This design comes from an exercise in tuning for small area and a short achievable clock period on the open sky130 flow, not from production work.
RTL that was checked went through simulation tests only; none was proved equivalent to the original.
For runs 4 and 5, only the layout was checked, not whether the RTL still works.
Power and IR drop assume default switching activity.

## flow/run.sh

```bash
#!/bin/bash
# ORFS layout of this design: the standard flow's synthesis script with Yosys's abc call
# given flow/abc.script instead of ORFS's speed script, then the standard ORFS
# steps with the make variables listed in flow/settings.txt (one VAR=VALUE per
# line). Each tool's output goes to the ORFS logs and to make_*.log here.
set -euo pipefail
W=$PWD
# synthesis script: synth_recipe.tcl with abc's -script argument replaced
{
  echo 'proc abc {args} {'
  echo '  set i [lsearch -exact $args -script]'
  echo "  if {\$i >= 0} { lset args [expr {\$i + 1}] {$W/flow/abc.script} }"
  echo '  yosys abc {*}$args'
  echo '}'
  cat "$W/synth_recipe.tcl"
} > "$W/my_synth.tcl"
mapfile -t SETTINGS < <(grep -v '^\s*#' flow/settings.txt | grep '=')
make -C "$FLOW_HOME" DESIGN_CONFIG="$W/config.mk" WORK_HOME="$W/orfs" CLKGATE_MAP_FILE= \
  SYNTH_SCRIPT="$W/my_synth.tcl" "${SETTINGS[@]}" finish > "$W/make_finish.log" 2>&1
: # left out here: write the final layout as DEF
```

## flow/abc.script

```
&get -n
&st
&dch
&nf
&put
buffer -c
topo
stime -c
upsize -c
dnsize -c
```

## flow/settings.txt

```
CAP_MARGIN=20
CORE_MARGIN=2
CORE_UTILIZATION=40
SLEW_MARGIN=20
SETUP_SLACK_MARGIN=5.5
```

## standard.sh

```bash
#!/bin/bash
# synth_recipe.tcl (not shown) runs the flow's synth.tcl, then flattens the netlist and writes it again
# the make line also repeats each setting of config.mk as NAME=value (left out here)
make -C /OpenROAD-flow-scripts/flow DESIGN_CONFIG=/design/flow/config.mk WORK_HOME=/design/flow/orfs CLKGATE_MAP_FILE= SYNTH_SCRIPT=/design/flow/synth_recipe.tcl "${@:-finish}"
```

## config.mk

```make
export PLATFORM = sky130hd
export DESIGN_NAME = sahinatilkan
export DESIGN_NICKNAME = sahinatilkan
export VERILOG_FILES = /design/flow/design.v
export SDC_FILE = /design/flow/constraint.sdc
export NUM_CORES = 4
export LEC_CHECK = 0
export CAP_MARGIN = 20
export CORE_MARGIN = 2
export CORE_UTILIZATION = 40
export SETUP_SLACK_MARGIN = 0.2
export SLEW_MARGIN = 20
```

## constraint.sdc

```tcl
create_clock -name core_clock -period 12.0 [get_ports {clk}]
set_input_delay 2.4000 -clock core_clock [delete_from_list [all_inputs] [get_ports {clk}]]
set_output_delay 2.4000 -clock core_clock [all_outputs]
set_load 0.01 [all_outputs]
```

## design.v

```verilog
module sahinatilkan
(
input  logic        clk, reset,
input  logic [31:0] komut,
output logic [31:0] pc,
output logic        hata
);
logic [6:0] op;
logic [4:0] rd, rs1, rs2;
logic [2:0] f3;
logic [3:0] f;
assign op  = komut[6:0];
assign rd  = komut[11:7];
assign f3  = komut[14:12];
assign rs1 = komut[19:15];
assign rs2 = komut[24:20];
assign f   = {komut[30], f3};
logic isR, isI, isU, isB;
assign isR = (op == 7'b0000001);
assign isI = (op == 7'b0000011);
assign isU = (op == 7'b0000111);
assign isB = (op == 7'b0001111);
logic r_add, r_sub, r_and, r_or, r_xor, r_sll, r_srl, r_sra, r_ok;
assign r_add = isR & (f == 4'd0);
assign r_sub = isR & (f == 4'd8);
assign r_and = isR & (f == 4'd7);
assign r_or  = isR & (f == 4'd6);
assign r_xor = isR & (f == 4'd4);
assign r_sll = isR & (f == 4'd1);
assign r_srl = isR & (f == 4'd5);
assign r_sra = isR & (f == 4'd13);
assign r_ok  = r_add | r_sub | r_and | r_or | r_xor | r_sll | r_srl | r_sra;
logic i_add, i_and, i_or, i_xor, i_sll, i_srl, i_ok;
assign i_add = isI & (f3 == 3'd0);
assign i_and = isI & (f3 == 3'd7);
assign i_or  = isI & (f3 == 3'd6);
assign i_xor = isI & (f3 == 3'd4);
assign i_sll = isI & (f3 == 3'd1);
assign i_srl = isI & (f3 == 3'd5);
assign i_ok  = i_add | i_and | i_or | i_xor | i_sll | i_srl;
assign hata = ~(r_ok | i_ok | isU | (isB & (f3 != 3'd2)));
logic s_add, s_xor, s_and, s_or, s_land, s_lor, s_sl, s_sr, s_u, sub, left, arith;
assign s_add  = reset & (r_add | r_sub | i_add);
assign s_xor  = reset & (r_xor | i_xor);
assign s_and  = reset & i_and;
assign s_or   = reset & i_or;
assign s_land = reset & r_and;
assign s_lor  = reset & r_or;
assign s_sl   = reset & (r_sll | i_sll);
assign s_sr   = reset & (r_srl | r_sra | i_srl);
assign s_u    = reset & isU;
assign sub    = r_sub | isB;
assign left   = r_sll | i_sll;
assign arith  = r_sra;
logic wr;
assign wr = r_ok | i_ok | isU;
logic [31:0] x [0:9];
logic [31:0] res;
logic [31:0] a, b;
always_comb begin
    a = 32'b0;
    b = isI ? {20'b0, komut[31:20]} : 32'b0;
    for (int k = 0; k < 10; k++) begin
        if (rs1 == k) a = a | x[k];
        if (!isI && rs2 == k) b = b | x[k];
    end
end
genvar g;
generate
for (g = 0; g < 10; g++) begin : rf
    always_ff @(posedge clk)
        if (!reset || (wr && rd == g))
            x[g] <= res;
end
endgenerate
logic [32:0] sum;
logic [31:0] bop, gg, pp;
logic [31:0] G [0:5];
logic [31:0] P [0:5];
assign bop = b ^ {32{sub}};
assign gg  = a & bop;
assign pp  = a | bop;
always_comb begin
    G[0] = gg;
    P[0] = pp;
    G[0][0] = gg[0] | (pp[0] & sub);
    for (int l = 0; l < 5; l++)
        for (int i = 0; i < 32; i++)
            if (i >= (1 << l)) begin
                G[l+1][i] = G[l][i] | (P[l][i] & G[l][i - (1 << l)]);
                P[l+1][i] = P[l][i] & P[l][i - (1 << l)];
            end else begin
                G[l+1][i] = G[l][i];
                P[l+1][i] = P[l][i];
            end
end
assign sum[32]   = G[5][31];
assign sum[31:0] = (a ^ b) ^ ({G[5][30:0], sub} ^ {32{sub}});
logic [31:0] ax;
assign ax = a ^ b;
logic eq, ult, slt;
assign eq  = (ax == 32'b0);
assign ult = ~sum[32];
assign slt = (a[31] ^ b[31]) ? a[31] : ~sum[32];
logic anz, bnz;
assign anz = |a;
assign bnz = |b;
logic [31:0] src, shr, rsh;
logic        fill, over;
always_comb
    for (int i = 0; i < 32; i++) src[i] = left ? a[31 - i] : a[i];
assign fill = arith & a[31];
assign over = |b[31:5];
assign shr  = over ? {32{fill}} : 32'($signed({fill, src}) >>> b[4:0]);
always_comb
    for (int i = 0; i < 32; i++) rsh[i] = shr[31 - i];
assign res = ({32{s_add}} & sum[31:0])
           | ({32{s_xor}} & ax)
           | ({32{s_and}} & (a & {20'b0, komut[31:20]}))
           | ({32{s_or}}  & (a | {20'b0, komut[31:20]}))
           | {31'b0, s_land & anz & bnz}
           | {31'b0, s_lor & (anz | bnz)}
           | ({32{s_sl}}  & rsh)
           | ({32{s_sr}}  & shr)
           | ({32{s_u}}   & {12'b0, komut[31:12]});
logic taken;
always_comb
    case (f3)
        3'd0: taken = eq;
        3'd1: taken = ~eq;
        3'd3: taken = 1'b1;
        3'd4: taken = slt;
        3'd5: taken = ~slt;
        3'd6: taken = ult;
        3'd7: taken = ~ult;
        default: taken = 1'b0;
    endcase
logic [31:1] pcr;
logic [29:0] pcinc, ones;
logic [7:0]  grp;
always_comb begin
    for (int k = 0; k < 8; k++) begin
        grp[k] = 1'b1;
        for (int j = 4 * k; j < 4 * k + 4 && j < 30; j++) grp[k] = grp[k] & pcr[j + 2];
    end
    for (int i = 0; i < 30; i++) begin
        ones[i] = 1'b1;
        for (int k = 0; k < i / 4; k++) ones[i] = ones[i] & grp[k];
        for (int j = 4 * (i / 4); j < i; j++) ones[i] = ones[i] & pcr[j + 2];
        pcinc[i] = pcr[i + 2] ^ ones[i];
    end
end
always_ff @(posedge clk)
    if (!reset)
        pcr <= 31'b0;
    else if (isB && taken)
        pcr <= {19'b0, komut[31:25], komut[11:8], komut[7]};
    else
        pcr <= {pcinc, pcr[1]};
assign pc = {pcr, 1'b0};
endmodule
```

==> run notes, run 1 <==
number of nets still failing antenna checks after routing 0; Worst Hold Depth 2; core area 0.0537 sq mm; DPL Wire Length 60,400 microns; Metal-1 WL 36,700 microns; vias in the first global route 19,300; area delta synth->final 22.7%; reg2reg path depth 16; clock latency (worst-skew pair) 0.58 ns; drt total wl 96,200 microns; Initial Util 40.4%; Setup violations, final 0; DRC Markers 0; CTS Buf Count 40; EDFF count, synth 320; syn nets 2,269; Slew Limit Headroom 14.7%; Port Buf Inserts 65; drt first pass iters 10; share of layout cells above drive strength 1 21.0%; routed vias/inst 6.86; Worst EP required 12.31 ns; Chip Width 237 microns; GR Util All Layers 31.8%; register area share after synthesis 47.1%; placer congestion estimate 1.09; Worst Tran Pin Value 1.28 ns; highest clock rate 153 MHz; status no timing/DRC/antenna violations; max_cap viols 0; Hold WC Path Type flop to flop; Ports 67; RSZ-0062 raised after global routing false; placed cell count 2,886; largest net degree at the start of global routing 64; fin util 49.6%; most common cell after layout, fill and taps aside edfxtp_1; pwr/cell area 115 mW/mm^2; Top FF cell, synth edfxtp_1; CP Data Arrival Time 6.83 ns; initial antenna violation count 3; Ys Warns 4; shortest period the worst path allows 6.52 ns; Avg WL per Cell 31.3 microns; Mean Syn Cell Area 9.81 sq um; Synth Register Bits 351; final hold vios 0; Pleak 9.50 nW; Critical R2R Launch x[0][6]; Sink Count 351; Max Clock Skew 0.0152 ns; NumNets Final 2,400; FP Rows 85; hold path startpoint pcr[1]; DRT iter0 DRCs 3,560; clk root buf clkbuf_16; GRT overflow 0; Total Power 3.06 mW; maximum VDD drop 94.6 uV; endpoint of the lowest-slack register-to-register path x[4][25]; clock buffer depth 3; Die Y 237 microns; post-synth cell types 93; routed via count 21,100; Cells after Synth 2,213; r2r setup slk 7.85 ns; die area 0.0562 sq mm; Detail Route met2 WL 42,000 microns; Ant. Diodes 0; Hold Path End pcr[1]; TritonCTS clock tree yes; Clock transition at path regs 0.06 ns; Final period util 54.4%; setup tns final 0 ns; Max FO, Critical Path 12; Syn Std Cell Area 0.0217 sq mm; ys async rst share 0%; crit start category input pin; fill count 4,827; Crit Path Category input pin to flop; top sig layer met5; global-route wire length before repair 131,000 microns; H-tree depth 2; most frequent cells in the layout edfxtp_1 (320), nand2_1 (309), buf_4 (123); max-slew violations 0; Crit. End Element flop; fin cells 3,072; DR WL met3 11,500 microns
-- layout make-up --
cell class | instances | area (sq um) | area share, %
inverter | 26 | 97.6 | 0.366
clock buffer | 47 | 1050 | 3.93
clock inverter | 27 | 221 | 0.831
timing repair buffer | 234 | 2330 | 8.75
multi-input combinational | 1691 | 11800 | 44.5
tap | 696 | 871 | 3.27
sequential | 351 | 10200 | 38.4
-- flip-flops by register name, summed over array words and instances (netlist names) --
signal,cells
x,320
pcr,31
-- worst max-delay path by stage --
stage / from / to / slack [ns] / cells after the start
after floorplan: komut[6] / x[6][0] / 4.45 / 9
final: komut[3] / x[9][11] / 5.48 / 18
after global placement: komut[3] / x[6][25] / 3.23 / 14
after CTS: komut[1] / pcr[4] / 5.49 / 19
after global routing: komut[3] / x[0][30] / 5.49 / 18
after detailed placement: komut[3] / x[6][25] / 3.04 / 14
-- critical path, stage by stage --
cell      delay [ns]
buf_4           0.14
and4bb_4        0.38
buf_12          0.14
a211oi_4        0.06
buf_4           0.14
buf_12          0.15
a222oi_1        0.32
nand4_1         0.18
a221oi_2        0.26
buf_4           0.18
and4_4          0.36
mux2i_1         0.24
mux2_2          0.20
mux2i_1         0.11
a21oi_1         0.38
nor2_1          0.07
nor3_1          0.56
a211o_1         0.53
-- repair_timing --
| item | CTS | global route |
|---|---|---|
| gates resized for setup | 196 | 184 |
| endpoints found under the hold margin | 0 | 0 |
| pin swaps | 22 | 53 |
| cloned | 5 | 12 |
| endpoints found under the setup margin | 352 | 352 |
| hold buffers | 0 | 0 |
| setup buffers | 27 | 68 |
-- where the power goes --
part / switching [mW] / internal [mW] / leakage, nW
combinational: 0.323 / 0.149 / 5.32
sequential: 0.0242 / 1.37 / 3.55
clock: 0.519 / 0.676 / 0.625
-- cells in the mapped netlist, drive strengths merged, types with 31 or more instances --
library cell / number / area share, %
nand4: 64 / 1.8
dfxtp: 31 / 2.9
a222oi: 70 / 3.2
and3: 44 / 1.3
nor3: 46 / 1.1
o21ai: 119 / 2.7
a22oi: 99 / 3.4
a21oi: 115 / 2.7
buf: 59 / 1.6
clkbuf: 94 / 1.6
xnor2: 64 / 2.6
nand3: 98 / 2.3
edfxtp: 320 / 44
nand2: 333 / 5.8
nor2: 150 / 2.7
mux2i: 65 / 3.0
-- layer usage --
metal / global-route usage [%] / up-vias
met1: 42.2 / 10300
li1: - / 8880
met3: 6.60 / 359
met2: 49.1 / 1564
met4: 16.7 / 4
met5: 0 / -
-- stage by stage --
step	hold WS, ns	setup WS (ns)	cell area (sq um)
after floorplan	0.478	4.45	21700
after global placement	0.452	3.23	23200
after detailed placement	0.453	3.04	23200
after CTS	0.462	5.49	25400
after global routing	0.495	5.49	26600
final	0.460	5.48	26600
-- cells by family after synthesis --
| family | count (synthesis) | synth area share [%] |
|---|---|---|
| AO/OA/AOI/OAI | 607 | 20.6 |
| XOR/XNOR | 84 | 3.42 |
| adder cells (fa/ha/maj) | 24 | 1.36 |
| buffers and inverters | 179 | 3.68 |
| flip-flops | 351 | 47.1 |
| multiplexers | 80 | 3.77 |
| other | 1 | 0.0173 |
| AND/OR/NAND/NOR | 887 | 20.0 |
==> inputs of run 2 (changes only) <==
==> run.sh (new file) <==
#!/bin/bash
# synth_recipe.tcl (not shown) runs the flow's synth.tcl, then flattens the netlist and writes it again
# the make line also repeats each setting of config.mk as NAME=value (left out here)
make -C /OpenROAD-flow-scripts/flow DESIGN_CONFIG=/design/flow/config.mk WORK_HOME=/design/flow/orfs CLKGATE_MAP_FILE= SYNTH_SCRIPT=/design/flow/synth_recipe.tcl finish
--- a/config.mk
+++ b/config.mk
@@ -10,3 +10,3 @@
 export CORE_UTILIZATION = 40
-export SETUP_SLACK_MARGIN = 0.2
+export SETUP_SLACK_MARGIN = 5
 export SLEW_MARGIN = 20
removed: flow/run.sh
removed: flow/abc.script
removed: flow/settings.txt
removed: standard.sh
==> run 2 against run 1 <==
Combinational power up 16%. Fmax down 6.8%. Clock-buffer cell count up 5. Critical path type unchanged. Largest cell class unchanged. Largest power group unchanged.
==> run notes, run 2 <==
Mean Syn Cell Area 10.1 sq um (+2.4%); maximum VDD drop 118 uV (+25%); GR Util All Layers 34.0% (+2.2 points); vias in the first global route 20,900 (+8.3%); routed via count 22,500 (+6.6%); post-layout instance area 0.0287 sq mm (+7.5%); Ys Warns 4 (unchanged); Worst EP required 12.29 ns (-0.02 ns); Crit. End Element flop; Max FO, Critical Path 6 (-6); pwr/cell area 111 mW/mm^2 (-3.7%); Worst Tran Pin Value 1.28 ns (+0.00308 ns); Cells after Synth 2,256 (+1.9%); Top FF cell, synth edfxtp_1; area delta synth->final 26.3%; clock latency (worst-skew pair) 0.59 ns (about the same); post-synth cell types 101 (+8.6%); setup tns final 0 ns (unchanged); Pleak 10.2 nW (+7.4%); Synth top area share 42.4% (-1.9 points); share of layout cells above drive strength 1 22.7% (+1.7 points); max reg flops 320 (unchanged); Avg WL per Cell 32.6 microns (+4.0%); most common cell after layout, fill and taps aside edfxtp_1; GRT overflow 0 (unchanged); global-route wire length before repair 147,000 microns (+12%); Initial Util 40.3% (-0.13 points); max-slew violations 0 (unchanged); core area 0.0563 sq mm (+4.8%); die area 0.0586 sq mm (+4.4%); Crit Path Category input pin to flop; syn nets 2,312 (+1.9%); clock buffer depth 3 (unchanged); placer congestion estimate 1.04 (-4.2%); crit start category input pin; top cells by count, synth edfxtp_1 (320), nand2_1 (177), a22oi_1 (166); Synth Register Bits 351 (unchanged); FP Rows 87 (+2.4%); max_cap viols 0 (unchanged); Ant. Diodes 0 (unchanged); Port Buf Inserts 65 (unchanged); shortest period the worst path allows 7.00 ns (+0.475 ns); Hold WC Path Type flop to flop; DRT iter0 DRCs 4,019 (+13%); status no timing/DRC/antenna violations; Die Y 242 microns (+2.2%); Syn Std Cell Area 0.0227 sq mm (+4.4%); RSZ-0062 raised after global routing true; clk root buf clkbuf_16; TritonCTS clock tree yes; Clock transition at path regs 0.06 ns (about the same); Top Registers x x320, pcr x31; H-tree depth 2 (unchanged); most flop-heavy register x; Slew Limit Headroom 14.5% (-0.17 points); Final period util 58.3% (+4.0 points); highest clock rate 143 MHz (-6.8%); NumNets Final 2,474 (+3.1%); Total Power 3.17 mW (+3.5%); DPL Wire Length 63,500 microns (+5.2%); Min Hold Slack 0.482 ns (+0.0222 ns); Ports 67 (unchanged); final hold vios 0 (unchanged); placed inst area 0.0243 sq mm (+4.8%); Setup violations, final 0 (unchanged); Chip Width 242 microns (+2.2%); top-count cell post-synth edfxtp_1; drt total wl 104,000 microns (+8.5%); most frequent cells in the layout edfxtp_1 (320), buf_4 (175), nand2_1 (167); register area share after synthesis 45.1% (-2.0 points); top post-synthesis cells by area edfxtp_1 (42%), a22oi_1 (5.5%), mux2i_1 (5.0%); leading area contributor after synthesis edfxtp_1; CTS Buf Count 40 (unchanged); CP Data Arrival Time 7.29 ns (+0.46 ns); number of nets still failing antenna checks after routing 0 (unchanged); ys async rst share 0% (unchanged); routed vias/inst 7.01 (+2.2%); Max Clock Skew 0.0212 ns (+0.00598 ns); DRC Markers 0 (unchanged); Sink Count 351 (unchanged); EDFF count, synth 320 (unchanged); largest net degree at the start of global routing 59 (-7.8%); drt first pass iters 9 (-1); initial antenna violation count 3 (unchanged)
==> run 2: changes by cell type in the layout (fill, tap and decap cells not counted), sizes merged, moves of 34 or more <==
cell	before	now
mux2i	65	114
nand2	333	177
a22oi	99	167
buf	171	237
a222oi	70	11
nand4	64	30
xnor2	64	110
a22o	1	57
==> run 2: area by class of cell <==
class / instances / area [sq um]
Timing Repair Buffer: 308 / 3220
Sequential cell: 351 / 10200
Multi-Input combinational cell: 1691 / 12800
Inverter: 26 / 101
Tap cell: 756 / 946
Clock buffer: 52 / 1100
Clock inverter: 19 / 209
Fill cell: 5019 / 27600
==> run 2: timing repair <==
item | 4_1_cts | 5_1_grt
hold buffers | 0 | 0
gates resized for setup | 261 | 113
gates cloned | 16 | 3
setup endpoints to repair | 352 | 341
buffers inserted | 107 | 37
pin swaps | 65 | 52
==> run 2: worst paths after layout <==
check                               from  endpoint  slack (ns)  cells past startpoint
worst max-delay path            komut[5]  x[2][31]        5.00                     22
worst min-delay path              pcr[1]    pcr[1]        0.48                      2
worst max register to register   x[9][4]  x[3][17]        6.86                     18
worst min register to register    pcr[1]    pcr[1]        0.48                      2
==> run 2: worst max-delay path: stages <==
cell	delay [ns]
buf_6	0.10
or4b_4	0.55
buf_12	0.16
o211a_4	0.31
buf_12	0.15
a221o_1	0.37
a211oi_4	0.24
xnor2_1	0.13
maj3_2	0.33
o211a_4	0.27
o21a_4	0.23
o32a_1	0.37
nand3_4	0.10
o21ai_4	0.07
o32a_1	0.36
buf_4	0.15
a21oi_4	0.13
o21bai_1	0.10
a21oi_2	0.22
mux2i_4	0.29
buf_6	0.13
o21ai_4	0.10
==> run 2: metrics by stage <==
stage / setup WS (ns) / utilization (%) / cells
2_1_floorplan: 5.00 / - / 2256
4_1_cts: 5.00 / 49.6 / 3163
6_report: 5.00 / 50.9 / 3203
5_1_grt: 4.82 / 50.9 / 3203
3_5_place_dp: 2.10 / 43.3 / 2969
3_3_place_gp: 2.16 / 43.3 / 2969
==> run 2: report_power, final <==
| group | switching, mW | leakage, nW | internal, mW |
|---|---|---|---|
| sequential | 0.0258 | 3.55 | 1.37 |
| clock | 0.508 | 0.632 | 0.714 |
| combinational | 0.360 | 6.02 | 0.191 |
| total | 0.894 | 10.2 | 2.28 |
==> run 2: per-layer routing <==
metal | part of all wire [%] | vias up | global-route usage [%]
li1 | - | 9168 | -
met1 | 37 | 11000 | 45.8
met2 | 42 | 1889 | 49.7
met3 | 14 | 426 | 9.33
met4 | 6.3 | 4 | 18.2
met5 | 0.023 | - | 0
==> run 2: logic make-up (layout without fill, tap and decap cells) <==
kind of cell	Yosys count	after routing	synth area share, %
compound gates	724	728	23.1
simple gates	663	664	14.6
flops	351	351	45.1
buf+inv	219	405	4.12
mux	135	135	6.27
xor+xnor	124	124	4.79
fa+ha+maj	39	39	1.97
other cells	1	1	0.0165
==> inputs of run 3 (changes only) <==
==> flow/run.sh (new file) <==
#!/bin/bash
# Standard ORFS layout of this design with the make variables listed in
# flow/settings.txt (one VAR=VALUE per line) given on the make command line.
set -euo pipefail
W=$PWD
mapfile -t SETTINGS < <(grep -v '^\s*#' flow/settings.txt | grep '=')
make -C "$FLOW_HOME" DESIGN_CONFIG="$W/config.mk" WORK_HOME="$W/orfs" CLKGATE_MAP_FILE= \
  SYNTH_SCRIPT="$W/synth_recipe.tcl" "${SETTINGS[@]}" finish > "$W/make_finish.log" 2>&1
: # left out here: write the final layout as DEF
==> flow/settings.txt (new file) <==
CAP_MARGIN=20
CORE_MARGIN=2
CORE_UTILIZATION=40
SLEW_MARGIN=20
SETUP_SLACK_MARGIN=6
==> standard.sh (new file) <==
#!/bin/bash
# synth_recipe.tcl (not shown) runs the flow's synth.tcl, then flattens the netlist and writes it again
# the make line also repeats each setting of config.mk as NAME=value (left out here)
make -C /OpenROAD-flow-scripts/flow DESIGN_CONFIG=/design/flow/config.mk WORK_HOME=/design/flow/orfs CLKGATE_MAP_FILE= SYNTH_SCRIPT=/design/flow/synth_recipe.tcl "${@:-finish}"
--- a/config.mk
+++ b/config.mk
@@ -10,3 +10,3 @@
 export CORE_UTILIZATION = 40
-export SETUP_SLACK_MARGIN = 5
+export SETUP_SLACK_MARGIN = 0.2
 export SLEW_MARGIN = 20
removed: run.sh
==> run 3 against run 2 <==
Still clean. Setup slack worse by 0.10 ns. Total power is 1.8% higher. Die area stayed put. Area after synthesis stayed put. Sequential power hardly changed. First-iteration DRC count is 1.5% lower. Final cell count is 1.2% higher. Synthesized cell count stayed put. Worst hold slack worse by 0.011 ns. Highest routed layer is now met4.
==> run notes, run 3 <==
status no timing/DRC/antenna violations; global-route wire length before repair 150,000 microns (+2.2%); fin util 53.3% (+2.4 points); TritonCTS clock tree yes; Ys Warns 4 (unchanged); RSZ-0062 raised after global routing true; Hold Buf Count CTS 0 (unchanged); DRC Markers 0 (unchanged); Chip Width 242 microns (unchanged); Die Y 242 microns (unchanged); Worst path slowest cell or4b_4; clock latency (worst-skew pair) 0.58 ns (about the same); fill count 4,824 (-3.9%); Syn Std Cell Area 0.0227 sq mm (unchanged); highest clock rate 141 MHz (-1.5%); vias in the first global route 21,600 (+3.3%); max_cap viols 0 (unchanged); DP Worst Slack 2.98 ns (+0.885 ns); NumNets Final 2,509 (+1.4%); die area 0.0586 sq mm (unchanged); Top Registers x x320, pcr x31; pwr/cell area 108 mW/mm^2 (-2.8%); Max Clock Skew 0.0190 ns (-0.00215 ns); Synth Register Bits 351 (unchanged); GR Util All Layers 34.8% (+0.79 points); top post-synthesis cells by area edfxtp_1 (42%), a22oi_1 (5.5%), mux2i_1 (5.0%); DRT iter0 DRCs 3,958 (-1.5%); Sink Count 351 (unchanged); crit start category input pin; final hold vios 0 (unchanged); core area 0.0563 sq mm (unchanged); fin cells 3,241 (+1.2%); Max FO, Critical Path 13 (+7); initial antenna violation count 1 (-2); EDFF count, synth 320 (unchanged); CTS Buf Count 38 (-5.0%); routed vias/inst 7.07 (+0.90%); clock buffer depth 3 (unchanged); maximum VDD drop 122 uV (+3.1%); placed cell count 2,958 (-0.37%); Avg WL per Cell 33.2 microns (+1.9%); drt first pass iters 9 (unchanged); post-route setup slack 4.90 ns (-0.104 ns); most common cell after layout, fill and taps aside edfxtp_1; CP peak stage delay 0.65 ns (+0.10 ns); placer congestion estimate 1.03 (-1.5%); setup tns final 0 ns (unchanged); Synth top area share 42.4% (unchanged); Final period util 59.2% (+0.86 points); top cells by count, synth edfxtp_1 (320), nand2_1 (177), a22oi_1 (166); clk root buf clkbuf_16; Mean Syn Cell Area 10.1 sq um (unchanged); FP Rows 87 (unchanged); ys async rst share 0% (unchanged); GRT overflow 0 (unchanged); largest net degree at the start of global routing 59 (unchanged); most flop-heavy register x; share of layout cells above drive strength 1 27.3% (+4.6 points); number of nets still failing antenna checks after routing 0 (unchanged); top-count cell post-synth edfxtp_1; Worst Tran Pin Value 1.07 ns (-0.208 ns); DPL Wire Length 63,300 microns (-0.33%); CP Data Arrival Time 7.38 ns (+0.09 ns); post-synth cell types 101 (unchanged); register area share after synthesis 45.1% (unchanged); Setup violations, final 0 (unchanged); Crit. End Element flop; Worst EP required 12.28 ns (about the same); WP buf/inv 3 (-2); Crit Path Category input pin to flop; delay-heaviest family, CP compound AO/OA/AOI/OAI gates; Slew Limit Headroom 27.9% (+13 points); Top FF cell, synth edfxtp_1; H-tree depth 2 (unchanged); Initial Util 40.3% (unchanged); max-slew violations 0 (unchanged); leading area contributor after synthesis edfxtp_1; most frequent cells in the layout edfxtp_1 (320), buf_4 (167), a22oi_1 (161); Clock transition at path regs 0.06 ns (about the same); drt total wl 108,000 microns (+3.1%); Port Buf Inserts 65 (unchanged); max reg flops 320 (unchanged); routed via count 22,900 (+2.1%); Cells after Synth 2,256 (unchanged); Ports 67 (unchanged); Hold WC Path Type flop to flop; area delta synth->final 32.2%; shortest period the worst path allows 7.10 ns (+0.104 ns); Pleak 10.6 nW (+3.6%); syn nets 2,312 (unchanged); CP Cell Sequence buf_6, or4b_4, nor2_4, buf_4, a21oi_1, a21oi_1, or2_2, o21ai_0, o211a_4, o21a_4, o32a_1, nand3_2, o21ai_2, o32a_1, a21oi_2, o21bai_1, a21oi_2, mux2i_4, buf_12, o21ai_4
==> run 3: cell counts after synthesis <==
Identical to the previous run, type by type.
==> run 3: path summary, 6_finish.rpt <==
kind              startpoint        to  slack (ns)  cells past startpoint
setup reg to reg     x[7][3]  x[3][31]        6.78                     20
setup / recovery    komut[6]  x[3][31]        4.90                     20
hold reg to reg       pcr[1]    pcr[1]        0.47                      2
hold / removal        pcr[1]    pcr[1]        0.47                      2
==> run 3: repair_timing <==
action	in CTS	in global routing
pin swaps	97	74
buffers inserted	142	36
endpoints found under the setup margin	352	352
cloned	26	5
gates resized for setup	336	101
==> run 3: routing by layer <==
metal / part of all wire, % / global-route usage, %
met5: 0 / 0
met4: 7.6 / 22.1
met2: 41 / 50.3
met1: 37 / 45.1
met3: 15 / 10.9
==> run 3: final cells by class <==
class,instances,area (sq um),area share [%]
Sequential cell,351,10200,34.1
Clock inverter,23,288,0.959
Clock buffer,46,991,3.30
Inverter,26,97.6,0.325
Timing Repair Buffer,336,3690,12.3
Antenna cell,3,7.51,0.0250
Tap cell,756,946,3.15
Multi-Input combinational cell,1700,13700,45.8
==> run 3: tightest hold or removal path: stages, from the launching register on <==
cell and delay (ns):
dfxtp_1 0.32, nand2_1 0.06, o21ai_1 0.05
==> run 3: per-stage QoR <==
step           total power [mW]  area (sq um)  hold slack, ns
2_1_floorplan              1.71         23500           0.473
3_3_place_gp               1.87         24800           0.462
3_5_place_dp               1.87         24800           0.466
4_1_cts                    3.18         29100           0.474
5_1_grt                    3.30         30000           0.518
6_report                   3.23         30000           0.471
==> run 3: power by group <==
| group | leakage, nW | total (mW) | internal, mW | switching (mW) |
|---|---|---|---|---|
| logic | 6.41 | 0.605 | 0.212 | 0.392 |
| clock network | 0.604 | 1.22 | 0.704 | 0.520 |
| registers | 3.55 | 1.40 | 1.37 | 0.0273 |
| total | 10.6 | 3.23 | 2.29 | 0.940 |
==> run 3: cell families (layout without fill, tap and decap cells) <==
| family | after synthesis | after routing | share of synthesized area (%) |
|---|---|---|---|
| buffers and inverters | 219 | 431 | 4.12 |
| adders and majority gates | 39 | 39 | 1.97 |
| and+or+nand+nor | 663 | 666 | 14.6 |
| muxes | 135 | 135 | 6.27 |
| DFF | 351 | 351 | 45.1 |
| xor gates and xnor gates | 124 | 124 | 4.79 |
| AOI/OAI and AO/OA | 724 | 735 | 23.1 |
| other | 1 | 4 | 0.0165 |
==> inputs of run 4 (changes only) <==
--- a/design.v
+++ b/design.v
@@ -76,24 +76,5 @@
 logic [32:0] sum;
-logic [31:0] bop, gg, pp;
-logic [31:0] G [0:5];
-logic [31:0] P [0:5];
+logic [31:0] bop;
 assign bop = b ^ {32{sub}};
-assign gg  = a & bop;
-assign pp  = a | bop;
-always_comb begin
-    G[0] = gg;
-    P[0] = pp;
-    G[0][0] = gg[0] | (pp[0] & sub);
-    for (int l = 0; l < 5; l++)
-        for (int i = 0; i < 32; i++)
-            if (i >= (1 << l)) begin
-                G[l+1][i] = G[l][i] | (P[l][i] & G[l][i - (1 << l)]);
-                P[l+1][i] = P[l][i] & P[l][i - (1 << l)];
-            end else begin
-                G[l+1][i] = G[l][i];
-                P[l+1][i] = P[l][i];
-            end
-end
-assign sum[32]   = G[5][31];
-assign sum[31:0] = (a ^ b) ^ ({G[5][30:0], sub} ^ {32{sub}});
+assign sum = {1'b0, a} + {1'b0, bop} + {32'b0, sub};
 logic [31:0] ax;
@@ -118,4 +99,4 @@
            | ({32{s_xor}} & ax)
-           | ({32{s_and}} & (a & {20'b0, komut[31:20]}))
-           | ({32{s_or}}  & (a | {20'b0, komut[31:20]}))
+           | ({32{s_and}} & (a & b))
+           | ({32{s_or}}  & (a | b))
            | {31'b0, s_land & anz & bnz}
@@ -138,16 +119,2 @@
 logic [31:1] pcr;
-logic [29:0] pcinc, ones;
-logic [7:0]  grp;
-always_comb begin
-    for (int k = 0; k < 8; k++) begin
-        grp[k] = 1'b1;
-        for (int j = 4 * k; j < 4 * k + 4 && j < 30; j++) grp[k] = grp[k] & pcr[j + 2];
-    end
-    for (int i = 0; i < 30; i++) begin
-        ones[i] = 1'b1;
-        for (int k = 0; k < i / 4; k++) ones[i] = ones[i] & grp[k];
-        for (int j = 4 * (i / 4); j < i; j++) ones[i] = ones[i] & pcr[j + 2];
-        pcinc[i] = pcr[i + 2] ^ ones[i];
-    end
-end
 always_ff @(posedge clk)
@@ -158,3 +125,3 @@
     else
-        pcr <= {pcinc, pcr[1]};
+        pcr <= {pcr[31:2] + 30'd1, pcr[1]};
 assign pc = {pcr, 1'b0};
==> run.sh (new file) <==
#!/bin/bash
# synth_recipe.tcl (not shown) runs the flow's synth.tcl, then flattens the netlist and writes it again
# the make line also repeats each setting of config.mk as NAME=value (left out here)
make -C /OpenROAD-flow-scripts/flow DESIGN_CONFIG=/design/flow/config.mk WORK_HOME=/design/flow/orfs CLKGATE_MAP_FILE= SYNTH_SCRIPT=/design/flow/synth_recipe.tcl finish
removed: flow/run.sh
removed: flow/settings.txt
removed: standard.sh
==> run 4 against run 3 <==
Sequential power about the same. Clock power about the same. Register-to-register slack got worse by 1.0 ns. First-iteration DRC count decreased by 5.8%. Area after synthesis increased by 3.6%. Clock skew increased by 0.0067 ns. Global-route usage about the same. Setup slack got worse by 2.4 ns. Final area decreased by 11%. Sequential cell count unchanged.
==> run notes, run 4 <==
most flop-heavy register x; DRC Markers 0 (unchanged); Port Buf Inserts 65 (unchanged); drt first pass iters 9 (unchanged); die area 0.0607 sq mm (+3.6%); vias in the first global route 20,900 (-3.1%); final hold vios 0 (unchanged); Max FO, Critical Path 25 (+12); clk root buf clkbuf_16; clock buffer depth 3 (unchanged); Ports 67 (unchanged); core area 0.0579 sq mm (+2.9%); Total Power 3.13 mW (-3.0%); placed cell count 3,063 (+3.5%); post-route setup slack 2.48 ns (-2.42 ns); Synth top area share 40.9% (-1.5 points); max reg flops 320 (unchanged); syn nets 2,447 (+5.8%); top cells by count, synth edfxtp_1 (320), nand2_1 (159), and3_1 (144); GR Util All Layers 34.8% (about the same); Setup violations, final 0 (unchanged); DRT iter0 DRCs 3,729 (-5.8%); Cells after Synth 2,316 (+2.7%); Top FF cell, synth edfxtp_1; register area share after synthesis 43.5% (-1.6 points); most frequent cells in the layout edfxtp_1 (320), nand2_1 (159), and3_1 (144); Hold WC Path Type flop to flop; EDFF count, synth 320 (unchanged); NumNets Final 2,472 (-1.5%); Pleak 10.3 nW (-2.8%); shortest period the worst path allows 9.52 ns (+2.42 ns); RSZ-0062 raised after global routing false; routed via count 22,000 (-4.2%); number of nets still failing antenna checks after routing 0 (unchanged); PostCTS Resize Cnt 0 (-100%); CTS Buf Count 39 (+2.6%); post-synth cell types 92 (-8.9%); Crit Path Category input pin to flop; Worst EP required 12.47 ns (+0.19 ns); CP Data Arrival Time 10.00 ns (+2.62 ns); Min Hold Slack 0.478 ns (+0.00723 ns); DPL Wire Length 75,400 microns (+19%); largest net degree at the start of global routing 45 (-24%); Final period util 79.4% (+20 points); crit start category input pin; CP Cell Sequence clkdlybuf4s50_1, or3_1, nor2_2, buf_4, nand2_1, o21a_1, and4_1, buf_4, xnor2_1, fa_1, a21o_1, a21oi_1, o21ai_0, a21oi_1, nor4_1, o41ai_1, o31a_1, or4_1, a21o_1, nand2_1, nor2_1; drt total wl 107,000 microns (-0.25%); Worst Tran Pin Value 1.33 ns (+0.260 ns); top post-synthesis cells by area edfxtp_1 (41%), ha_1 (5.1%), a22oi_1 (3.9%); Syn Std Cell Area 0.0235 sq mm (+3.6%); initial antenna violation count 6 (+5); share of layout cells above drive strength 1 12.6% (-15 points); Avg WL per Cell 34.2 microns (+3.0%); hold path startpoint pcr[1]; Storage cell area 0.0102 sq mm (unchanged); Critical R2R Launch x[7][7]; setup tns final 0 ns (unchanged); top-count cell post-synth edfxtp_1; Max Clock Skew 0.0257 ns (+0.00667 ns); status no timing/DRC/antenna violations; CP peak stage delay 0.83 ns (+0.18 ns); routed vias/inst 7.00 (-1.1%); Top Registers x x320, pcr x31; post-layout instance area 0.0267 sq mm (-11%); global-route wire length before repair 152,000 microns (+0.78%); Sink Count 351 (unchanged); Post-CTS Setup Inserts 0 (-100%); max-slew violations 0 (unchanged); H-tree depth 2 (unchanged); Hold Buf Count CTS 0 (unchanged); delay-heaviest family, CP simple AND/OR/NAND/NOR gates; Die Y 246 microns (+1.8%); highest clock rate 105 MHz (-25%); TritonCTS clock tree yes; ys async rst share 0% (unchanged); Crit. End Element flop; Initial Util 40.6% (+0.29 points); FP Rows 88 (+1.1%); Synth Register Bits 351 (unchanged); Mean Syn Cell Area 10.2 sq um (+0.96%); area delta synth->final 13.6%; placed inst area 0.0253 sq mm (+2.3%); leading area contributor after synthesis edfxtp_1; maximum VDD drop 125 uV (+2.4%); placer congestion estimate 1.12 (+8.9%); Clock transition at path regs 0.06 ns (about the same); Chip Width 246 microns (+1.8%); max_cap viols 0 (unchanged); Slew Limit Headroom 10.3% (-18 points); Worst path slowest cell nor2_2; GRT overflow 0 (unchanged); fin cells 3,139 (-3.1%); most common cell after layout, fill and taps aside edfxtp_1; pwr/cell area 117 mW/mm^2 (+9.0%); Critical path origin komut[23]; area of the multi-input gates 0.0125 sq mm (-9.2%); WP buf/inv 3 (unchanged); Ys Warns 2 (-2); fill count 5,418 (+12%); clock latency (worst-skew pair) 0.57 ns (about the same); DP Worst Slack 2.18 ns (-0.803 ns); fin util 46.1% (-7.2 points)
-- run 4: worst paths after layout --
kind	to	cells past startpoint	slack (ns)
hold reg to reg	pcr[1]	2	0.48
setup / recovery	pcr[26]	21	2.48
hold / removal	pcr[1]	2	0.48
setup reg to reg	pcr[26]	16	5.77
-- run 4: per-layer routing --
metal	GRT usage, %	vias up	part of all wire [%]
met5	0	-	0.017
met1	44.5	10700	37
met3	11.8	416	14
met2	50.8	1750	42
li1	-	9121	-
met4	20.5	2	6.9
-- run 4: layout make-up --
| type | instances | area share, % |
|---|---|---|
| Sequential cell | 351 | 38.3 |
| Tap cell | 765 | 3.59 |
| Antenna cell | 2 | 0.0187 |
| Clock buffer | 47 | 3.89 |
| Timing Repair Buffer | 164 | 5.21 |
| Multi-Input combinational cell | 1704 | 46.8 |
| Clock inverter | 25 | 1.06 |
| Inverter | 81 | 1.15 |
-- run 4: kinds of logic after synthesis --
| kind of cell | count (synthesis) | synth area share, % |
|---|---|---|
| buffers and inverters | 261 | 4.77 |
| AO/OA/AOI/OAI | 671 | 20.7 |
| adder cells (fa/ha/maj) | 98 | 5.24 |
| flip-flops | 351 | 43.5 |
| XOR/XNOR | 86 | 3.20 |
| AND/OR/NAND/NOR | 736 | 17.0 |
| other | 1 | 0.0160 |
| multiplexers | 112 | 5.56 |
-- run 4: worst min-delay path, delay by kind of cell (launching register included) --
kind,cells,cell delay (ns)
DFF,1,0.31
and+or+nand+nor,1,0.06
AOI/OAI and AO/OA,1,0.06
-- run 4: power by group --
group / switching [mW] / internal [mW] / leakage [nW]
logic: 0.355 / 0.145 / 6.10
registers: 0.0256 / 1.37 / 3.55
clock network: 0.502 / 0.730 / 0.629
==> inputs of run 5 (changes only) <==
--- a/config.mk
+++ b/config.mk
@@ -10,3 +10,3 @@
 export CORE_UTILIZATION = 40
-export SETUP_SLACK_MARGIN = 0.2
+export SETUP_SLACK_MARGIN = 5
 export SLEW_MARGIN = 20
==> run 5 against run 4 <==
Critical path type unchanged. Via count is 6.2% higher. Wire length is 9.0% higher. Sequential share of layout area is 3.2 points lower. Largest power group unchanged. Still clean. Clock skew is 0.027 ns higher. Synthesized cell count stayed put.
==> run notes, run 5 <==
Synth top area share 40.9% (unchanged); Avg WL per Cell 36.0 microns (+5.1%); setup tns final 0 ns (unchanged); Top FF cell, synth edfxtp_1; syn nets 2,447 (unchanged); CP Data Arrival Time 7.29 ns (-2.71 ns); Max Clock Skew 0.0522 ns (+0.0265 ns); crit start category input pin; CP Cell Sequence clkdlybuf4s15_2, or3_4, buf_6, nor2_1, buf_4, a22oi_1, nand4_1, mux2_2, mux2i_1, a211oi_1, mux2i_1, o221ai_1, a22oi_1, o221ai_4; Ys Warns 2 (unchanged); drt total wl 117,000 microns (+9.0%); Cells after Synth 2,316 (unchanged); Die Y 246 microns (unchanged); Worst Tran Pin Value 1.07 ns (-0.261 ns); area delta synth->final 24.0%; global-route wire length before repair 161,000 microns (+6.1%); GRT overflow 0 (unchanged); max-slew violations 0 (unchanged); clock buffer depth 3 (unchanged); max reg flops 320 (unchanged); most common cell after layout, fill and taps aside edfxtp_1; clk root buf clkbuf_16; top-count cell post-synth edfxtp_1; pwr/cell area 114 mW/mm^2 (-3.2%); CP peak stage delay 0.70 ns (-0.13 ns); leading area contributor after synthesis edfxtp_1; Syn Std Cell Area 0.0235 sq mm (unchanged); Worst EP required 12.22 ns (-0.25 ns); NumNets Final 2,590 (+4.8%); ys async rst share 0% (unchanged); highest clock rate 141 MHz (+35%); top cells by count, synth edfxtp_1 (320), nand2_1 (159), and3_1 (144); final hold vios 0 (unchanged); Worst path slowest cell a22oi_1; DRC Markers 0 (unchanged); Max FO, Critical Path 11 (-56%); FP Rows 88 (unchanged); TritonCTS clock tree yes; fin cells 3,256 (+3.7%); Clock transition at path regs 0.06 ns (about the same); status no timing/DRC/antenna violations; Setup violations, final 0 (unchanged); H-tree depth 2 (unchanged); core area 0.0579 sq mm (unchanged); maximum VDD drop 111 uV (-11%); DPL Wire Length 76,500 microns (+1.4%); Port Buf Inserts 65 (unchanged); post-synth cell types 92 (unchanged); Final period util 58.9% (-20 points); clock latency (worst-skew pair) 0.60 ns (+0.03 ns); Slew Limit Headroom 28.6% (+18 points); placer congestion estimate 1.04 (-7.1%); Ports 67 (unchanged); CTS Buf Count 40 (+2.6%); RSZ-0062 raised after global routing true; shortest period the worst path allows 7.07 ns (-2.45 ns); top post-synthesis cells by area edfxtp_1 (41%), ha_1 (5.1%), a22oi_1 (3.9%); DRT iter0 DRCs 4,277 (+15%); Mean Syn Cell Area 10.2 sq um (unchanged); largest net degree at the start of global routing 49 (+8.9%); number of nets still failing antenna checks after routing 0 (unchanged); die area 0.0607 sq mm (unchanged); Top Registers x x320, pcr x31; GR Util All Layers 37.3% (+2.5 points); routed via count 23,300 (+6.2%); Crit. End Element flop; initial antenna violation count 3 (-3); most flop-heavy register x; max_cap viols 0 (unchanged); share of layout cells above drive strength 1 22.1% (+9.5 points); Synth Register Bits 351 (unchanged); routed vias/inst 7.16 (+2.4%); fill count 5,244 (-3.2%); register area share after synthesis 43.5% (unchanged); Crit Path Category input pin to flop; EDFF count, synth 320 (unchanged); drt first pass iters 8 (-1); placed cell count 3,059 (-0.13%); Pleak 11.4 nW (+11%); Sink Count 351 (unchanged); Initial Util 40.6% (unchanged); Chip Width 246 microns (unchanged); Hold WC Path Type flop to flop; vias in the first global route 21,700 (+3.8%); most frequent cells in the layout edfxtp_1 (320), nand2_1 (151), buf_4 (148)
-- run 5: path summary, 6_finish.rpt --
path / from / end / slack, ns / depth (start not counted)
worst min register to register: pcr[1] / pcr[1] / 0.49 / 2
worst max register to register: x[5][0] / x[0][30] / 7.26 / 20
worst max-delay path: komut[19] / x[8][20] / 4.93 / 14
worst min-delay path: pcr[1] / pcr[1] / 0.49 / 2
-- run 5: routing by layer --
metal / global-route usage (%) / wire [microns] / part of all wire, % / vias up
li1: - / - / - / 9385
met2: 53.4 / 48500 / 41 / 2065
met4: 24.0 / 9090 / 7.8 / 2
met3: 11.8 / 16500 / 14 / 530
met1: 48.4 / 43000 / 37 / 11300
met5: 0 / 13 / 0.011 / -
-- run 5: worst max-delay path, delay by kind of cell --
family | cells | cell delay [ns]
AO/OA/AOI/OAI | 5 | 1.69
multiplexers | 3 | 1.28
AND/OR/NAND/NOR | 3 | 1.06
buffers and inverters | 3 | 0.84
-- run 5: area by class of cell --
cell class | count | area [sq um] | area share, %
timing repair buffer | 273 | 2730 | 9.38
clock inverter | 23 | 342 | 1.17
inverter | 81 | 309 | 1.06
clock buffer | 49 | 1060 | 3.62
sequential | 351 | 10200 | 35.1
multi-input combinational | 1712 | 13500 | 46.4
antenna | 2 | 5.00 | 0.0172
tap | 765 | 957 | 3.28
-- run 5: timing repair --
item / 4_1_cts / 5_1_grt
pin swaps: 52 / 14
endpoints found under the setup margin: 352 / 312
setup buffers: 67 / 40
cloned: 6 / 10
hold buffers: 0 / 0
resized for setup: 211 / 122
-- run 5: cell families (layout without fill, tap and decap cells) --
logic type | count (synthesis) | in the layout | share of synthesized area (%)
AO/OA/AOI/OAI | 671 | 677 | 20.7
XOR/XNOR | 86 | 86 | 3.20
adder cells (fa/ha/maj) | 98 | 98 | 5.24
buffers and inverters | 261 | 426 | 4.77
flip-flops | 351 | 351 | 43.5
multiplexers | 112 | 112 | 5.56
other | 1 | 3 | 0.0160
AND/OR/NAND/NOR | 736 | 738 | 17.0
-- run 5: per-stage QoR --
| stage | hold WS [ns] | power [mW] | area, sq um | utilization (%) | worst slack [ns] |
|---|---|---|---|---|---|
| 3_5_place_dp | 0.486 | 1.91 | 25300 | 43.7 | 2.30 |
| 4_1_cts | 0.493 | 3.25 | 28200 | 48.7 | 4.98 |
| 2_1_floorplan | 0.494 | 1.70 | 23600 | - | 4.51 |
| 5_1_grt | 0.530 | 3.38 | 29200 | 50.3 | 4.85 |
| 3_3_place_gp | 0.465 | 1.91 | 25300 | 43.7 | 2.47 |
| 6_report | 0.487 | 3.31 | 29200 | 50.3 | 4.93 |
-- run 5: report_power, final --
group          internal (mW)  switching, mW  total [mW]  leakage [nW]
registers               1.37         0.0266        1.40          3.55
logic                  0.190          0.403       0.593          7.17
clock network          0.803          0.515        1.32         0.674
==> inputs of run 6 (changes only) <==
--- a/design.v
+++ b/design.v
@@ -41,15 +41,17 @@
 assign hata = ~(r_ok | i_ok | isU | (isB & (f3 != 3'd2)));
-logic s_add, s_xor, s_and, s_or, s_land, s_lor, s_sl, s_sr, s_u, sub, left, arith;
-assign s_add  = reset & (r_add | r_sub | i_add);
-assign s_xor  = reset & (r_xor | i_xor);
-assign s_and  = reset & i_and;
-assign s_or   = reset & i_or;
-assign s_land = reset & r_and;
-assign s_lor  = reset & r_or;
-assign s_sl   = reset & (r_sll | i_sll);
-assign s_sr   = reset & (r_srl | r_sra | i_srl);
-assign s_u    = reset & isU;
-assign sub    = r_sub | isB;
-assign left   = r_sll | i_sll;
-assign arith  = r_sra;
+logic s_add, s_xor, s_and, s_or, s_land, s_lor, s_sl, s_sr, s_u, nu, sub, left, arith, useimm;
+assign nu     = reset & ~op[2];
+assign s_u    = reset & op[2];
+assign s_add  = nu & (f3 == 3'd0);
+assign s_xor  = nu & (f3 == 3'd4);
+assign s_and  = nu & op[1] & (f3 == 3'd7);
+assign s_or   = nu & op[1] & (f3 == 3'd6);
+assign s_land = nu & ~op[1] & (f3 == 3'd7);
+assign s_lor  = nu & ~op[1] & (f3 == 3'd6);
+assign s_sl   = nu & (f3 == 3'd1);
+assign s_sr   = nu & (f3 == 3'd5);
+assign sub    = op[3] | (~op[1] & komut[30]);
+assign left   = (f3 == 3'd1);
+assign arith  = ~op[1] & komut[30];
+assign useimm = op[1] & ~op[2];
 logic wr;
@@ -61,6 +63,6 @@
     a = 32'b0;
-    b = isI ? {20'b0, komut[31:20]} : 32'b0;
+    b = useimm ? {20'b0, komut[31:20]} : 32'b0;
     for (int k = 0; k < 10; k++) begin
         if (rs1 == k) a = a | x[k];
-        if (!isI && rs2 == k) b = b | x[k];
+        if (!useimm && rs2 == k) b = b | x[k];
     end
@@ -76,5 +78,24 @@
 logic [32:0] sum;
-logic [31:0] bop;
+logic [31:0] bop, gg, pp;
+logic [31:0] G [0:5];
+logic [31:0] P [0:5];
 assign bop = b ^ {32{sub}};
-assign sum = {1'b0, a} + {1'b0, bop} + {32'b0, sub};
+assign gg  = a & bop;
+assign pp  = a | bop;
+always_comb begin
+    G[0] = gg;
+    P[0] = pp;
+    G[0][0] = gg[0] | (pp[0] & sub);
+    for (int l = 0; l < 5; l++)
+        for (int i = 0; i < 32; i++)
+            if (i >= (1 << l)) begin
+                G[l+1][i] = G[l][i] | (P[l][i] & G[l][i - (1 << l)]);
+                P[l+1][i] = P[l][i] & P[l][i - (1 << l)];
+            end else begin
+                G[l+1][i] = G[l][i];
+                P[l+1][i] = P[l][i];
+            end
+end
+assign sum[32]   = G[5][31];
+assign sum[31:0] = (a ^ b) ^ ({G[5][30:0], sub} ^ {32{sub}});
 logic [31:0] ax;
@@ -99,4 +120,4 @@
            | ({32{s_xor}} & ax)
-           | ({32{s_and}} & (a & b))
-           | ({32{s_or}}  & (a | b))
+           | ({32{s_and}} & (a & {20'b0, komut[31:20]}))
+           | ({32{s_or}}  & (a | {20'b0, komut[31:20]}))
            | {31'b0, s_land & anz & bnz}
@@ -119,2 +140,16 @@
 logic [31:1] pcr;
+logic [29:0] pcinc, ones;
+logic [7:0]  grp;
+always_comb begin
+    for (int k = 0; k < 8; k++) begin
+        grp[k] = 1'b1;
+        for (int j = 4 * k; j < 4 * k + 4 && j < 30; j++) grp[k] = grp[k] & pcr[j + 2];
+    end
+    for (int i = 0; i < 30; i++) begin
+        ones[i] = 1'b1;
+        for (int k = 0; k < i / 4; k++) ones[i] = ones[i] & grp[k];
+        for (int j = 4 * (i / 4); j < i; j++) ones[i] = ones[i] & pcr[j + 2];
+        pcinc[i] = pcr[i + 2] ^ ones[i];
+    end
+end
 always_ff @(posedge clk)
@@ -125,3 +160,3 @@
     else
-        pcr <= {pcr[31:2] + 30'd1, pcr[1]};
+        pcr <= {pcinc, pcr[1]};
 assign pc = {pcr, 1'b0};
==> flow/run.sh (new file) <==
#!/bin/bash
# ORFS layout of this design: the standard flow's synthesis script with Yosys's abc call
# given flow/abc.script instead of ORFS's speed script, then the standard ORFS
# steps with the make variables listed in flow/settings.txt (one VAR=VALUE per
# line). Each tool's output goes to the ORFS logs and to make_*.log here.
set -euo pipefail
W=$PWD
# synthesis script: synth_recipe.tcl with abc's -script argument replaced
{
  echo 'proc abc {args} {'
  echo '  set i [lsearch -exact $args -script]'
  echo "  if {\$i >= 0} { lset args [expr {\$i + 1}] {$W/flow/abc.script} }"
  echo '  yosys abc {*}$args'
  echo '}'
  cat "$W/synth_recipe.tcl"
} > "$W/my_synth.tcl"
mapfile -t SETTINGS < <(grep -v '^\s*#' flow/settings.txt | grep '=')
make -C "$FLOW_HOME" DESIGN_CONFIG="$W/config.mk" WORK_HOME="$W/orfs" CLKGATE_MAP_FILE= \
  SYNTH_SCRIPT="$W/my_synth.tcl" "${SETTINGS[@]}" finish > "$W/make_finish.log" 2>&1
: # left out here: write the final layout as DEF
==> flow/abc.script (new file) <==
&get -n
&st
&dch
&nf
&put
buffer -c
topo
stime -c
upsize -c
dnsize -c
==> flow/settings.txt (new file) <==
CAP_MARGIN=20
CORE_MARGIN=2
CORE_UTILIZATION=65
SLEW_MARGIN=20
SETUP_SLACK_MARGIN=5.5
CTS_CLUSTER_SIZE=30
CTS_CLUSTER_DIAMETER=60
==> standard.sh (new file) <==
#!/bin/bash
# synth_recipe.tcl (not shown) runs the flow's synth.tcl, then flattens the netlist and writes it again
# the make line also repeats each setting of config.mk as NAME=value (left out here)
make -C /OpenROAD-flow-scripts/flow DESIGN_CONFIG=/design/flow/config.mk WORK_HOME=/design/flow/orfs CLKGATE_MAP_FILE= SYNTH_SCRIPT=/design/flow/synth_recipe.tcl "${@:-finish}"
--- a/config.mk
+++ b/config.mk
@@ -10,3 +10,3 @@
 export CORE_UTILIZATION = 40
-export SETUP_SLACK_MARGIN = 5
+export SETUP_SLACK_MARGIN = 0.2
 export SLEW_MARGIN = 20
removed: run.sh
==> run 6 against run 5 <==
Die area shrank 42%. Core utilization grew 27 points. Critical path depth grew 1. Largest power group unchanged. Non-clock buffer count shrank 43.
==> run notes, run 6 <==
Synth top area share 43.9% (+3.1 points); CP peak stage delay 0.67 ns (-0.03 ns); shortest period the worst path allows 6.58 ns (-0.490 ns); highest clock rate 152 MHz (+7.4%); placed inst area 0.0229 sq mm (-9.5%); placer congestion estimate 1.12 (+7.9%); RSZ-0062 raised after global routing false; Crit Path Category input pin to flop; Port Buf Inserts 65 (unchanged); Crit. End Element flop; share of layout cells above drive strength 1 18.3% (-3.9 points); area of the multi-input gates 0.0116 sq mm (-14%); most flop-heavy register x; Storage cell area 0.0102 sq mm (unchanged); Hold Buf Count CTS 0 (unchanged); EDFF count, synth 320 (unchanged); largest net degree at the start of global routing 77 (+57%); Top FF cell, synth edfxtp_1; CTS Buf Count 24 (-40%); Max Clock Skew 0.0300 ns (-0.0222 ns); NumNets Final 2,355 (-9.1%); drt total wl 90,900 microns (-22%); ys async rst share 0% (unchanged); leading area contributor after synthesis edfxtp_1; CP Cell Sequence clkdlybuf4s50_1, nand3b_1, o41ai_1, a2111oi_1, nand4_1, and4b_4, nand4_1, or4_4, nor2_4, and2b_4, nor2_2, a21oi_1, o21ai_0, a21oi_1, nand2_2; Worst Tran Pin Value 1.36 ns (+0.291 ns); DR WL met3 17,600 microns (+6.9%); Worst EP required 12.28 ns (+0.06 ns); Critical path origin komut[26]; Chip Width 187 microns (-24%); DP Worst Slack 2.94 ns (+0.646 ns); Cells after Synth 2,195 (-5.2%); FP Rows 67 (-24%); number of nets still failing antenna checks after routing 0 (unchanged); Clock transition at path regs 0.09 ns (+0.03 ns); Max FO, Critical Path 16 (+5); delay-heaviest family, CP simple AND/OR/NAND/NOR gates; Top Registers x x320, pcr x31; GR Util All Layers 48.0% (+11 points); GRT overflow 0 (unchanged); post-synth cell types 107 (+16%); crit start category input pin; Slew Limit Headroom 8.89% (-20 points); Syn Std Cell Area 0.0219 sq mm (-7.0%); DRC Markers 0 (unchanged); H-tree depth 1 (-1); Pleak 9.45 nW (-17%); top-count cell post-synth edfxtp_1; global-route wire length before repair 126,000 microns (-22%); most frequent cells in the layout edfxtp_1 (320), nand2_1 (287), nor2_1 (145); Die Y 187 microns (-24%); hold path startpoint pcr[2]; maximum VDD drop 149 uV (+34%); Initial Util 65.6% (+25 points); register area share after synthesis 46.8% (+3.3 points); Synth Register Bits 351 (unchanged); pwr/cell area 122 mW/mm^2 (+7.7%); post-route setup slack 5.42 ns (+0.490 ns); drt first pass iters 13 (+5); routed vias/inst 7.82 (+9.3%); DPL Wire Length 55,000 microns (-28%); DRT iter0 DRCs 5,216 (+22%); Setup violations, final 0 (unchanged); TritonCTS clock tree yes; Ys Warns 4 (+2); core area 0.0334 sq mm (-42%); clock latency (worst-skew pair) 0.59 ns (about the same); most common cell after layout, fill and taps aside edfxtp_1; top sig layer met5; Ports 67 (unchanged); initial antenna violation count 2 (-1); final hold vios 0 (unchanged); Critical R2R Launch x[0][6]; top post-synthesis cells by area edfxtp_1 (44%), nand2_1 (5.1%), a222oi_1 (4.0%); Mean Syn Cell Area 9.97 sq um (-1.8%); post-layout instance area 0.0258 sq mm (-11%); Detail Route met2 WL 36,900 microns (-24%); clock buffer depth 3 (unchanged); syn nets 2,251 (-8.0%); vias in the first global route 20,300 (-6.8%); Metal-1 WL 29,400 microns (-31%); Avg WL per Cell 32.8 microns (-8.7%); Final period util 54.8% (-4.1 points); routed via count 21,600 (-7.2%); fill count 2,207 (-58%); area delta synth->final 18.0%; max_cap viols 0 (unchanged); Sink Count 351 (unchanged); clk root buf clkbuf_16; Total Power 3.16 mW (-4.6%); max-slew violations 0 (unchanged); CP Data Arrival Time 6.86 ns (-0.43 ns); Hold WC Path Type flop to flop; setup tns final 0 ns (unchanged); Worst path slowest cell clkdlybuf4s50_1; status no timing/DRC/antenna violations; die area 0.0351 sq mm (-42%); top cells by count, synth edfxtp_1 (320), nand2_1 (300), nor2_1 (154); max reg flops 320 (unchanged); WP buf/inv 1 (-2)
==> run 6: timing repair <==
action | 4_1_cts | 5_1_grt
gates resized for setup | 170 | 116
gates cloned | 5 | 10
pin swaps | 17 | 20
setup buffers | 50 | 46
setup endpoints to repair | 352 | 352
==> run 6: worst paths after layout <==
kind	cells after the start	to	slack, ns
hold reg to reg	1	pcr[2]	0.51
setup reg to reg	14	x[0][27]	7.74
setup / recovery	15	x[0][27]	5.42
hold / removal	1	pcr[2]	0.51
==> run 6: routing by layer <==
layer | track usage [%] | up-vias
met5 | 0 | -
met4 | 29.3 | 4
met2 | 68.4 | 2398
li1 | - | 8695
met3 | 17.8 | 570
met1 | 62.4 | 9980
==> run 6: cells by family (layout without fill, tap and decap cells) <==
logic type / after synthesis / in the layout / share of synthesized area, %
and+or+nand+nor: 879 / 880 / 20.7
AOI/OAI and AO/OA: 567 / 569 / 18.6
DFF: 351 / 351 / 46.8
buffers and inverters: 174 / 293 / 3.97
xor gates and xnor gates: 113 / 113 / 4.70
muxes: 78 / 78 / 3.59
adders and majority gates: 32 / 32 / 1.72
other: 1 / 3 / 0.0171
==> run 6: cell type report <==
cell class | instances | share of cell area, %
diodes | 2 | 0.0194
repair buffers | 230 | 9.57
well taps | 448 | 2.17
clock inverters | 20 | 1.05
clock buffers | 24 | 2.33
flip-flops and latches | 351 | 39.6
multi-input cells | 1673 | 45.0
inverters | 19 | 0.291
==> run 6: power breakdown <==
group / leakage (nW) / switching (mW) / internal, mW
combinational: 5.49 / 0.521 / 0.262
clock: 0.421 / 0.501 / 0.411
sequential: 3.54 / 0.0414 / 1.42
==> run 6: per-stage QoR <==
| step | utilization (%) | instances | hold WS [ns] |
|---|---|---|---|
| finish | 77.4 | 2767 | 0.510 |
| global route | 77.4 | 2765 | 0.512 |
| CTS | 74.5 | 2709 | 0.503 |
| detailed placement | 68.6 | 2610 | 0.484 |
| global placement | 68.6 | 2610 | 0.469 |
| floorplan | - | 2195 | 0.479 |
==> inputs of run 7 (changes only) <==
--- a/design.v
+++ b/design.v
@@ -90,5 +90,5 @@
         for (int i = 0; i < 32; i++)
-            if (i >= (1 << l)) begin
-                G[l+1][i] = G[l][i] | (P[l][i] & G[l][i - (1 << l)]);
-                P[l+1][i] = P[l][i] & P[l][i - (1 << l)];
+            if ((i >> l) % 2 == 1) begin
+                G[l+1][i] = G[l][i] | (P[l][i] & G[l][((i >> l) << l) - 1]);
+                P[l+1][i] = P[l][i] & P[l][((i >> l) << l) - 1];
             end else begin
@@ -120,4 +120,4 @@
            | ({32{s_xor}} & ax)
-           | ({32{s_and}} & (a & {20'b0, komut[31:20]}))
-           | ({32{s_or}}  & (a | {20'b0, komut[31:20]}))
+           | ({32{s_and}} & gg)
+           | ({32{s_or}}  & pp)
            | {31'b0, s_land & anz & bnz}
==> flow/abc.script (replaced) <==
&get -n
&st
&dch
&nf -p -R 10
&put
buffer -c
topo
stime -c
upsize -c
dnsize -c
==> flow/settings.txt (replaced) <==
CAP_MARGIN=20
CORE_MARGIN=2
CORE_UTILIZATION=55
SLEW_MARGIN=20
SETUP_SLACK_MARGIN=5.5
CTS_CLUSTER_SIZE=30
CTS_CLUSTER_DIAMETER=60
==> run 7 against run 6 <==
Worst hold slack better by 0.016 ns. Non-clock buffer count is 27 higher. Area after synthesis is 6.2% lower. Clock power is 17% higher. Clock-buffer cell count is 4 higher.
==> run notes, run 7 <==
Chip Width 197 microns (+5.2%); syn nets 2,030 (-9.8%); Initial Util 55.9% (-9.6 points); Syn Std Cell Area 0.0205 sq mm (-6.2%); CP Data Arrival Time 7.11 ns (+0.25 ns); most frequent cells in the layout edfxtp_1 (320), nand2_1 (216), nor2_1 (140); leading area contributor after synthesis edfxtp_1; setup tns final 0 ns (unchanged); Die Y 197 microns (+5.2%); routed vias/inst 7.57 (-3.3%); vias in the first global route 18,500 (-8.6%); CP peak stage delay 0.73 ns (+0.06 ns); top post-synthesis cells by area edfxtp_1 (47%), a222oi_1 (5.1%), nand2_1 (4.2%); clock buffer depth 3 (unchanged); Max Clock Skew 0.0518 ns (+0.0218 ns); Mean Syn Cell Area 10.4 sq um (+4.3%); Top Registers x x320, pcr x31; most common cell after layout, fill and taps aside edfxtp_1; post-route setup slack 5.39 ns (-0.0347 ns); Top FF cell, synth edfxtp_1; crit start category input pin; fill count 2,736 (+24%); register area share after synthesis 49.8% (+3.1 points); CTS Buf Count 28 (+17%); DP Worst Slack 2.55 ns (-0.391 ns); Synth top area share 46.8% (+2.9 points); DRT iter0 DRCs 4,245 (-19%); pwr/cell area 126 mW/mm^2 (+3.0%); NumNets Final 2,199 (-6.6%); DRC Markers 0 (unchanged); die area 0.0389 sq mm (+11%); Worst Tran Pin Value 1.33 ns (-0.0287 ns); GR Util All Layers 44.3% (-3.7 points); drt total wl 89,200 microns (-1.8%); GRT overflow 0 (unchanged); Min Hold Slack 0.527 ns (+0.0161 ns); placed cell count 2,436 (-6.7%); top-count cell post-synth edfxtp_1; Cells after Synth 1,974 (-10%); Ports 67 (unchanged); final hold vios 0 (unchanged); fin cells 2,635 (-4.8%); CP Cell Sequence buf_2, nand2b_1, nor2_4, buf_4, a222oi_1, a21boi_1, nand2_1, xnor2_1, nor4_1, nand4_1, nor3_2, o221ai_1, nor3b_4, buf_6, a31oi_4, buf_12, o21ai_0, a21oi_1; Crit. End Element flop; post-synth cell types 89 (-17%); core area 0.0367 sq mm (+10%); drt first pass iters 10 (-3); max_cap viols 0 (unchanged); highest clock rate 151 MHz (-0.52%); shortest period the worst path allows 6.61 ns (+0.0347 ns); ys async rst share 0% (unchanged); number of nets still failing antenna checks after routing 0 (unchanged); Crit Path Category input pin to flop; Clock transition at path regs 0.08 ns (about the same); Synth Register Bits 351 (unchanged); share of layout cells above drive strength 1 22.4% (+4.1 points); top cells by count, synth edfxtp_1 (320), nand2_1 (230), nor2_1 (170); Setup violations, final 0 (unchanged); global-route wire length before repair 124,000 microns (-1.4%); max-slew violations 0 (unchanged); maximum VDD drop 142 uV (-4.7%); clock latency (worst-skew pair) 0.64 ns (+0.05 ns); Port Buf Inserts 65 (unchanged); Final period util 55.1% (+0.29 points); largest net degree at the start of global routing 43 (-44%); status no timing/DRC/antenna violations; clk root buf clkbuf_16; Max FO, Critical Path 17 (+1); Worst EP required 12.49 ns (+0.21 ns); Slew Limit Headroom 11.0% (+2.1 points); max reg flops 320 (unchanged); TritonCTS clock tree yes; Sink Count 351 (unchanged); Avg WL per Cell 33.9 microns (+3.1%); RSZ-0062 raised after global routing true; most flop-heavy register x; Worst path slowest cell a21boi_1; Total Power 3.24 mW (+2.8%); EDFF count, synth 320 (unchanged); DPL Wire Length 53,700 microns (-2.4%); area delta synth->final 25.6%; FP Rows 70 (+4.5%); initial antenna violation count 2 (unchanged); Ys Warns 4 (unchanged); Pleak 9.34 nW (-1.1%); Hold WC Path Type flop to flop; routed via count 19,900 (-7.9%); placer congestion estimate 1.04 (-6.9%); H-tree depth 1 (unchanged)
## run 7: cell types whose count changed after synthesis, moves of 16 or more
cell | previous run | this run
nand4_1 | 65 | 42
nor2b_1 | 16 | 40
o221ai_1 | 6 | 22
nand2_1 | 300 | 230
nor2_1 | 154 | 170
nand3_1 | 125 | 52
buf_2 | 60 | 33
a222oi_1 | 88 | 104
a221oi_1 | 3 | 25
and4b_1 | 23 | 7
o21ai_0 | 125 | 109
## run 7: metal layers
layer,routed length [microns],track usage (%),share of wire [%],vias up
met5,11,0.128,0.012,-
met4,6880,28.4,7.7,2
met3,15000,14.3,17,383
met2,36000,62.5,40,1858
met1,31300,58.8,35,9568
li1,-,-,-,8129
## run 7: layout make-up
cell class                      instances  area [sq um]  area share (%)
Timing Repair Buffer                  257          2800            10.9
Antenna cell                            2          5.00          0.0194
Tap cell                              468           586            2.27
Sequential cell                       351         10200            39.7
Inverter                               16          60.1           0.233
Multi-Input combinational cell       1489         11000            42.6
Clock buffer                           28           701            2.72
Clock inverter                         24           398            1.54
## run 7: path summary, 6_finish.rpt
| check | startpoint | end | slack (ns) | cells after the start |
|---|---|---|---|---|
| worst max register to register | x[0][16] | pcr[2] | 7.62 | 18 |
| worst min register to register | pcr[31] | pcr[31] | 0.53 | 2 |
| worst max-delay path | komut[15] | pcr[2] | 5.39 | 18 |
| worst min-delay path | pcr[31] | pcr[31] | 0.53 | 2 |
## run 7: what timing repair did
| item | 4_1_cts | 5_1_grt |
|---|---|---|
| pin swaps | 35 | 60 |
| resized for setup | 257 | 126 |
| cloned | 18 | 9 |
| endpoints found under the setup margin | 352 | 351 |
| hold buffers | 0 | 0 |
| endpoints found under the hold margin | 0 | 0 |
| buffers inserted | 70 | 47 |
## run 7: worst max-delay path, delay by kind of cell
kind	cells	cell delay [ns]
AOI/OAI and AO/OA	6	1.56
buffers and inverters	4	0.88
xor gates and xnor gates	1	0.29
and+or+nand+nor	7	1.95
## run 7: stage by stage
stage / instance area [sq um] / utilization (%)
after floorplan: 20500 / -
after global placement: 21900 / 59.7
after detailed placement: 21900 / 59.7
after CTS: 24700 / 67.4
after global routing: 25800 / 70.2
final: 25800 / 70.2
## run 7: logic make-up (layout without fill, tap and decap cells)
| family | count (synthesis) | in the layout | synth area share [%] |
|---|---|---|---|
| flip-flops | 351 | 351 | 49.8 |
| buffers and inverters | 142 | 325 | 3.00 |
| multiplexers | 79 | 79 | 3.93 |
| XOR/XNOR | 98 | 98 | 4.25 |
| AO/OA/AOI/OAI | 566 | 571 | 20.3 |
| adder cells (fa/ha/maj) | 27 | 27 | 1.59 |
| other | 1 | 3 | 0.0183 |
| AND/OR/NAND/NOR | 710 | 713 | 17.1 |
## run 7: where the power goes
part | switching, mW | total [mW] | internal, mW
clock network | 0.532 | 1.07 | 0.538
registers | 0.0445 | 1.47 | 1.42
logic | 0.461 | 0.706 | 0.245

Check on run 7: ideal ports give 5.385 ns setup slack; a clkbuf_16 on the clock port and buf_2 on the inputs give 5.423 ns; moving port delays by the midpoint clock arrival (0.669 ns) as well gives 4.754 ns.
